Context: an optimization exercise on an open-source flow, tuned for small area. The choices shown serve that exercise and are no tape-out recipe. Where RTL was checked, it was by simulation tests only, not by an equivalence proof against the original.

==> 07-13: inputs <==
==> flow/design.v (excerpt) <==
module current_filter (pClk, pRst, pFilterIn, pFilterOut);
  input         pClk;
  input         pRst;
  input  [15:0] pFilterIn;
  output [15:0] pFilterOut;
  reg [15:0] r1;
  reg [15:0] r2;
  reg [15:0] r3;
  reg [15:0] r4;
  reg [15:0] r5;
  reg [15:0] r6;
  reg [15:0] r7;
  reg [15:0] r8;
  reg [15:0] r9;
  reg [15:0] r10;
  reg [15:0] r11;
  reg [15:0] r12;
  reg [15:0] r13;
  reg [15:0] r14;
  reg [15:0] r15;
  reg [15:0] r16;
  reg [15:0] r17;
  reg [15:0] r18;
  reg [15:0] r19;
  reg [15:0] r20;
  reg [15:0] r21;
  reg [15:0] r22;
  reg [15:0] r23;
  wire s1, c2;
  wire s3, c4;
  wire s5, c6;
  wire s7, c8;
  wire s9, c10;
  wire s11, c12;
  wire s13, c14;
  wire s15, c16;
  wire s17, c18;
  wire s19, c20;
  wire s21, c22;
  wire s23, c24;
  wire s25, c26;
  wire s27, c28;
  wire s29, c30;
  wire s31, c32;
  wire s33, c34;
  wire s35, c36;
  wire s37, c38;
  wire s39, c40;
  ...
clock: 7.5 ns
lec_check: 0
cap_margin: 20
core_margin: 2
core_utilization: 40
cts_buf_list: sky130_fd_sc_hd__clkbuf_4 sky130_fd_sc_hd__clkbuf_8
cts_cluster_diameter: 50
cts_cluster_size: 20
slew_margin: 20
synth_hierarchical: 1
run.sh (not shown) runs the stock make flow with config.mk's settings and CLKGATE_MAP_FILE= SYNTH_SCRIPT=/design/flow/synth_recipe.tcl, a recipe that flattens the netlist after the stock synthesis.
==> inputs of 04-15, as changes to 07-13 <==
- CTS_BUF_LIST: sky130_fd_sc_hd__clkbuf_4 sky130_fd_sc_hd__clkbuf_8 -> sky130_fd_sc_hd__clkbuf_8
- CTS_CLUSTER_DIAMETER: 50 -> unset
- CTS_CLUSTER_SIZE: 20 -> unset
==> comparison <==
Of 07-13 and 04-15, 07-13 has the higher clock skew (gap 13 ps). Synthesized cell count is the same in 04-15 and 07-13. Via count: 07-13 is lower than 04-15 (1.5%). Between 07-13 and 04-15, the lower global-route usage is in 07-13 (gap 0.16 points).
No functional check of the RTL was part of any run of this note.


==> v9: inputs <==
current_filter, a different RTL version from the one above (not shown whole).
export LEC_CHECK = 0
export CAP_MARGIN = 20
export CORE_MARGIN = 2
export CORE_UTILIZATION = 85
export CTS_BUF_LIST = sky130_fd_sc_hd__clkbuf_16
export CTS_CLUSTER_DIAMETER = 60
export CTS_CLUSTER_SIZE = 32
export GPL_TIMING_DRIVEN = 0
export SLEW_MARGIN = 20
export SYNTH_HIERARCHICAL = 1
create_clock -name core_clock -period 7.5 [get_ports {pClk}]
==> inputs of v12, as changes to v9 <==
- CORE_UTILIZATION: 85 -> 80
- CTS_BUF_LIST: sky130_fd_sc_hd__clkbuf_16 -> sky130_fd_sc_hd__clkbuf_8
- CTS_CLUSTER_SIZE: 32 -> 18
- GPL_TIMING_DRIVEN: 0 -> unset
==> results.sh <==
export IMPL_status="complete, no violations"
export IMPL_die_x_um=180
export IMPL_numCtsBuffers=36
export IMPL_syn_area_per_cell_um2=13.8
export IMPL_globalplace_congestion=0.908
export IMPL_placed_area_mm2=0.0257
export IMPL_fin_util_pct=86.6
export IMPL_fin_cells=2266
export IMPL_die_h_um=180
export IMPL_row_count=64
export IMPL_dpl_worst_slack_ns=0.217
export IMPL_remaining_drc_errors=0
export IMPL_stdcell_area_mm2=0.0265
export IMPL_dp_hpwl_mm=37.3
export IMPL_fin_tns_setup_ns=0
export IMPL_dp_cells=2212
export IMPL_initial_core_util_pct=81.4
export IMPL_grt_overflow_total=0
export IMPL_cts_root_buf="clkbuf_8"
export IMPL_cap_viol_max_count=0
-- figures above: v12

==> results.sh <==
export IMPL_dp_hpwl_mm=49.4
export IMPL_status="stopped before the end"
export IMPL_initial_core_util_pct=86.5
export IMPL_lastStage="clock tree synthesis"
export IMPL_cts_root_buf="clkbuf_16"
export IMPL_die_h_um=175
export IMPL_row_count=62
export IMPL_htree_num_levels=1
export IMPL_dpl_worst_slack_ns=0.249
export IMPL_syn_area_per_cell_um2=13.8
export IMPL_dp_cells=2232
export IMPL_yosys_cell_types_count=24
export IMPL_die_x_um=175
export IMPL_placed_area_mm2=0.0258
export IMPL_numCtsBuffers=30
export IMPL_synth_compound_area_share_pct=0.166
export IMPL_synth_adder_area_share_pct=49.5
export IMPL_toolErrorMsg="[ERROR DPL-0033] detailed placement checks failed during check placement."
export IMPL_ioPinCount=34
export IMPL_yosys_top_cells_count="579 x fa_1, 461 x dfxtp_1, 144 x inv_1, 138 x and2_1, 135 x nand2_1"
-- figures above: v9



==> trial 51: inputs <==
Another version of the RTL of current_filter (not shown whole).
==> flow/design.v (excerpt) <==
module current_filter (pClk, pRst, pFilterIn, pFilterOut);
  input         pClk;
  input         pRst;
  input  [15:0] pFilterIn;
  output [15:0] pFilterOut;
  reg [15:0] r1;
  reg [15:0] r2;
  reg [15:0] r3;
  reg [15:0] r4;
  reg [15:0] r5;
  reg [15:0] r6;
  reg [15:0] r7;
  reg [15:0] r8;
  reg [15:0] r9;
  reg [15:0] r10;
  reg [15:0] r11;
  reg [15:0] r12;
  reg [15:0] r13;
  reg [15:0] r14;
  reg [15:0] r15;
  reg [15:0] r16;
  reg [15:0] r17;
  reg [15:0] r18;
  reg [15:0] r19;
  reg [15:0] r20;
  reg [15:0] r21;
  reg [15:0] r22;
  reg [15:0] r23;
  wire s1, c2;
  wire s3, c4;
  wire s5, c6;
  wire s7, c8;
  wire s9, c10;
  wire s11, c12;
  wire s13, c14;
  wire s15, c16;
  wire s17, c18;
  wire s19, c20;
  wire s21, c22;
  wire s23, c24;
  wire s25, c26;
  wire s27, c28;
  wire s29, c30;
  wire s31, c32;
  wire s33, c34;
  wire s35, c36;
  wire s37, c38;
  wire s39, c40;
  wire s41, c42;
  wire s43, c44;
  wire s45, c46;
  wire s47, c48;
  wire s49, c50;
  ...
export LEC_CHECK = 0
export CAP_MARGIN = 20
export CORE_MARGIN = 2
export CORE_UTILIZATION = 80
export CTS_BUF_LIST = sky130_fd_sc_hd__clkbuf_8
export CTS_CLUSTER_DIAMETER = 70
export CTS_CLUSTER_SIZE = 13
export SLEW_MARGIN = 20
export SYNTH_HIERARCHICAL = 1
create_clock -name core_clock -period 7.5 [get_ports {pClk}]
==> trial 56 (differences from trial 51) <==
- CTS_CLUSTER_DIAMETER: 70 -> 100
- CTS_CLUSTER_SIZE: 13 -> 16
==> trial 17 (differences from trial 51) <==
==> flow/flow/run.sh (new file) <==
#!/bin/bash
# The standard layout (the standard.sh, all ORFS steps), with the port buffers that
# ORFS's buffer_ports inserts made of the smallest buffer cell instead of its default choice.
set -euo pipefail
bash standard.sh "BUFFER_PORTS_ARGS=-buffer_cell sky130_fd_sc_hd__buf_1" finish > standard.log 2>&1
==> flow/standard.sh (new file) <==
#!/bin/bash
# synth_recipe.tcl (not shown) runs the flow's synth.tcl, then flattens the netlist and writes it again
# the make line also repeats each setting of config.mk as NAME=value (left out here)
make -C /OpenROAD-flow-scripts/flow DESIGN_CONFIG=/design/flow/config.mk WORK_HOME=/design/flow/orfs CLKGATE_MAP_FILE= SYNTH_SCRIPT=/design/flow/synth_recipe.tcl "${@:-finish}"
- CTS_CLUSTER_DIAMETER: 70 -> 100
- CTS_CLUSTER_SIZE: 13 -> 16
removed: flow/run.sh
==> results by group <==
Run status
  – Status: complete, no violations

Clock tree
  – Worst skew pair latency: 570 ps

GRT
  – Total track usage: 32.8%
  – GR Util met2: 58.0%

Hold path
  – Min-delay src: r3[9]$_DFF_P_

Drt
  – Total Routed Length: between 40,000 and 50,000 um

Worst setup path
  – Max incr delay on CP: 720 ps
  – Worst Path Buf+Inv: 0
(the above is from trial 51)
==> results by group <==
Hold path
  – Min-delay src: r15[12]$_DFF_P_

GRT
  – GR Util met2: 57.2%

Drt
  – Total Routed Length: 45,900 um

Run status
  – Status: complete, no violations

Worst setup path
  – Worst Path Buf+Inv: 2

Clock tree
  – Worst skew pair latency: 570 ps
(the above is from trial 56)
==> results by group <==
GRT
  – Total track usage: 32.5%
  – GR Util met2: a little under three fifths

Clock tree
  – Worst skew pair latency: 590 ps

Drt
  – Total Routed Length: ~46,000 um

Run status
  – Status: complete, no violations

Worst setup path
  – Worst Path Buf+Inv: 2
  – Max incr delay on CP: 690 ps

Hold path
  – Min-delay src: r9[10]$_DFF_P_
  – Min-Delay Endpoint: r10[10]$_DFF_P_

Finish
  – ANT cells: 0
(the above is from trial 17)


==> build 86 <==
Another version of the RTL of current_filter (not shown whole).
Settings: LEC_CHECK=0, CAP_MARGIN=20, CORE_MARGIN=2, CORE_UTILIZATION=80, CTS_BUF_LIST=sky130_fd_sc_hd__clkbuf_8, CTS_CLUSTER_DIAMETER=60, CTS_CLUSTER_SIZE=18, SLEW_MARGIN=20, SYNTH_HIERARCHICAL=1; clock period 7.5 ns.
Stock flow here: none of the scripts above is used.
==> inputs of trial 64, as changes to build 86 <==
Settings changed: CORE_UTILIZATION 80 to 65.
==> qor summary <==
quantity                                                                          build 86                  trial 64
Delay of the slowest critical-path stage                                           0.51 ns                   0.60 ns
Share of the final layout cell area in multi-input gates                            56.43%                    55.85%
Critical path data arrival time                                                    7.18 ns                   7.07 ns
Period utilisation layout                                                           89.80%                    87.45%
Non-filler cells, final                                                               2300                      2423
Max Clock Skew                                                                  0.05509 ns                0.03116 ns
Wire length of the first global-routing pass                                      82610 um                  79860 um
Die width                                                                         180.9 um                  200.2 um
Result of the run                                                 timing/DRC/antenna clean  timing/DRC/antenna clean
CP max-delay cell                                         sky130_fd_sc_hd__clkdlybuf4s50_1  sky130_fd_sc_hd__dfxtp_1
Detailed Place HPWL                                                               38650 um                  38090 um
Nets                                                                                  2542                      2549
Worst Path Class, Setup                                              primary input to flop              flop to flop
Number of cells after detailed placement                                              2244                      2364
Slew at the pin closest to its max-slew limit                                    0.9101 ns                 0.8696 ns
No functional check of the RTL was part of any run of this note.


==> run H <==
current_filter, a different RTL version from the one above (not shown whole).
clock: 7.5 ns
lec_check: 0
cap_margin: 20
core_margin: 2
core_utilization: 82
cts_buf_list: sky130_fd_sc_hd__clkbuf_8
cts_cluster_diameter: 100
cts_cluster_size: 16
slew_margin: 20
synth_hierarchical: 1
standard.sh (not shown) runs the stock make flow with config.mk's settings and CLKGATE_MAP_FILE= SYNTH_SCRIPT=/design/flow/synth_recipe.tcl, a recipe that flattens the netlist after the stock synthesis.
==> flow/flow/run.sh <==
#!/bin/bash
# The standard layout (the standard.sh, all ORFS steps), with the port buffers that
# ORFS's buffer_ports inserts made of the smallest buffer cell instead of its default choice.
set -euo pipefail
bash standard.sh "BUFFER_PORTS_ARGS=-buffer_cell sky130_fd_sc_hd__buf_1" finish > standard.log 2>&1
==> run E (differences from run H) <==
--- a/flow/config.mk
+++ b/flow/config.mk
@@ -9,6 +9,6 @@
 export CORE_MARGIN = 2
-export CORE_UTILIZATION = 82
-export CTS_BUF_LIST = sky130_fd_sc_hd__clkbuf_8
-export CTS_CLUSTER_DIAMETER = 100
-export CTS_CLUSTER_SIZE = 16
+export CORE_UTILIZATION = 80
+export CTS_BUF_LIST = sky130_fd_sc_hd__clkbuf_4
+export CTS_CLUSTER_DIAMETER = 50
+export CTS_CLUSTER_SIZE = 8
 export SLEW_MARGIN = 20
==> run Y (differences from run H) <==
==> flow/run.sh (new file) <==
#!/bin/bash
# synth_recipe.tcl (not shown) runs the flow's synth.tcl, then flattens the netlist and writes it again
# the make line also repeats each setting of config.mk as NAME=value (left out here)
make -C /OpenROAD-flow-scripts/flow DESIGN_CONFIG=/design/flow/config.mk WORK_HOME=/design/flow/orfs CLKGATE_MAP_FILE= SYNTH_SCRIPT=/design/flow/synth_recipe.tcl finish
--- a/flow/config.mk
+++ b/flow/config.mk
@@ -9,3 +9,3 @@
 export CORE_MARGIN = 2
-export CORE_UTILIZATION = 82
+export CORE_UTILIZATION = 80
 export CTS_BUF_LIST = sky130_fd_sc_hd__clkbuf_8
removed: flow/flow/run.sh
removed: flow/standard.sh
==> run P (differences from run H) <==
--- a/flow/config.mk
+++ b/flow/config.mk
@@ -9,3 +9,3 @@
 export CORE_MARGIN = 2
-export CORE_UTILIZATION = 82
+export CORE_UTILIZATION = 80
 export CTS_BUF_LIST = sky130_fd_sc_hd__clkbuf_8
==> qor summary <==
metric                                                                 run E      run Y      run H      run P
Outcome                                             timing/DRC/antenna clean  timing/DRC/antenna clean  timing/DRC/antenna clean  timing/DRC/antenna clean
Minimum setup slack in the final design                              1.35 ns    1.41 ns    1.39 ns    1.40 ns
Worst Tran Pin Value                                                0.996 ns   0.841 ns    1.03 ns   0.970 ns
Hpwl dp                                                             33900 µm   33400 µm   34000 µm   33900 µm
Source of the worst register-to-register timing path                 yv2[10]    yv2[10]      wm[1]    yv2[11]
Number of diodes                                                           1          0          0          0
Data arrival at the endpoint of the critical path                    6.75 ns    6.58 ns    6.57 ns    6.59 ns
CLK BUF                                                                   72         36         36         35
Final #Nets                                                             2282       2245       2245       2247
Startpoint of the most critical hold path                            r15[14]     r9[15]      r1[2]     r1[11]
Met3 wire length                                                     1640 µm    1720 µm    1660 µm    1760 µm
Max Clk Rate                                                       0.163 GHz  0.164 GHz  0.164 GHz  0.164 GHz
Register-to-register setup slack                                     1.35 ns    1.41 ns    1.39 ns    1.40 ns
Count of fill cells added during filler insertion                       1447       1456       1261       1460
Core Rows                                                                 62         62         61         62
Pre-antenna DRT Iters                                                      7          4          4          5
Met1 Routed Length                                                  16200 µm   15800 µm   15700 µm   15600 µm
Met2 WL post-DR                                                     24000 µm   23100 µm   22400 µm   23100 µm
Length in cells of the worst reg-to-reg path                              17         17         14         17
Tap cells                                                                384        384        378        384
Max Clock Skew                                                     0.0542 ns  0.0529 ns  0.0269 ns  0.0362 ns
Worst setup path start                                               yv2[10]    yv2[10]      wm[1]    yv2[11]
Number of antenna violations at the first check in global routing          1          0          0          0
Share of layout cells above drive strength 1                          0.0998     0.0746     0.0746     0.0762


==> try-pepper <==
current_filter, a different RTL version from the one above (not shown whole).
Settings: LEC_CHECK=0, CAP_MARGIN=20, CORE_MARGIN=2, CORE_UTILIZATION=80, CTS_BUF_LIST=sky130_fd_sc_hd__clkbuf_16, CTS_CLUSTER_DIAMETER=60, CTS_CLUSTER_SIZE=32, SLEW_MARGIN=20, SYNTH_HIERARCHICAL=1; clock period 7.5 ns.
run.sh (not shown) runs the stock make flow with config.mk's settings and CLKGATE_MAP_FILE= SYNTH_SCRIPT=/design/flow/synth_recipe.tcl, a recipe that flattens the netlist after the stock synthesis.
Stock flow here: none of the scripts above is used.
==> try-willow (differences from try-pepper) <==
--- a/flow/config.mk
+++ b/flow/config.mk
@@ -10,5 +10,5 @@
 export CORE_UTILIZATION = 80
-export CTS_BUF_LIST = sky130_fd_sc_hd__clkbuf_16
-export CTS_CLUSTER_DIAMETER = 60
-export CTS_CLUSTER_SIZE = 32
+export CTS_BUF_LIST = sky130_fd_sc_hd__clkbuf_8
+export CTS_CLUSTER_DIAMETER = 45
+export CTS_CLUSTER_SIZE = 24
 export SLEW_MARGIN = 20
==> summary of the runs <==
Against try-willow, the via count of try-pepper is higher by about 2.3%.
Against try-pepper, the first-iteration DRC count of try-willow is lower by 4.7%.
Against try-pepper, the design area of try-willow is smaller by 0.55%.
Against try-willow, the global-route usage of try-pepper is higher by 3.1 points.
In synthesized cell count, try-willow and try-pepper do not differ.
Between try-pepper and try-willow, the lower clock-buffer cell count is in try-pepper (gap 17).
Of try-willow and try-pepper, try-willow has the higher worst setup slack (gap 51 ps).
Flip-flop and latch count is the same in try-pepper and try-willow.
Clock skew: try-pepper is lower than try-willow (23 ps).
No run of this note included a check of the RTL's function; only the layout flow was run.

## static timing again, ports no longer ideal
How much do the figures lean on ideal ports? The routed layouts below were timed once more, with nothing changed but the port constraints.
Step 1 (the two cells are an assumption about what drives the block):
set clk [get_ports {pClk}]
set_driving_cell -lib_cell sky130_fd_sc_hd__clkbuf_16 $clk
set_driving_cell -lib_cell sky130_fd_sc_hd__buf_2 [delete_from_list [all_inputs] $clk]
Step 2 times the ports against the registers' clock, not the clock port: input delays grow and output delays shrink by t, the midpoint of the rising clock arrivals with the driver on.
a / b / c = ideal / step 1 / step 2; a / b = the first two.
run | t, ns | setup WS [ns] | latest minus earliest clock arrival (ns)
07-13 | 0.715 | 0.763 / 0.763 / 0.763 | 0.060 / 0.060
04-15 | 0.703 | 0.762 / 0.762 / 0.762 | 0.049 / 0.048
v12 | 0.616 | 0.788 / 0.805 / 0.189 | 0.040 / 0.040
trial 51 | 0.599 | 1.236 / 1.236 / 1.187 | 0.032 / 0.032
trial 56 | 0.609 | 1.245 / 1.245 / 1.197 | 0.018 / 0.019
trial 17 | 0.625 | 1.012 / 1.012 / 1.012 | 0.035 / 0.035
build 86 | 0.621 | 0.765 / 0.791 / 0.170 | 0.056 / 0.057
trial 64 | 0.665 | 0.941 / 0.941 / 0.340 | 0.031 / 0.031
run H | 0.599 | 1.391 / 1.391 / 1.391 | 0.029 / 0.029
run E | 0.742 | 1.347 / 1.347 / 1.333 | 0.054 / 0.054
run Y | 0.615 | 1.406 / 1.406 / 1.119 | 0.053 / 0.053
run P | 0.621 | 1.396 / 1.396 / 1.350 | 0.036 / 0.037
try-pepper | 0.639 | 1.115 / 1.115 / 1.047 | 0.026 / 0.027
try-willow | 0.627 | 1.166 / 1.166 / 1.124 | 0.048 / 0.048
After both steps every run listed still meets setup and hold. For trial 64, which loses most, drivers alone change the setup slack by 0.000 ns; drivers and shift together by -0.601 ns.
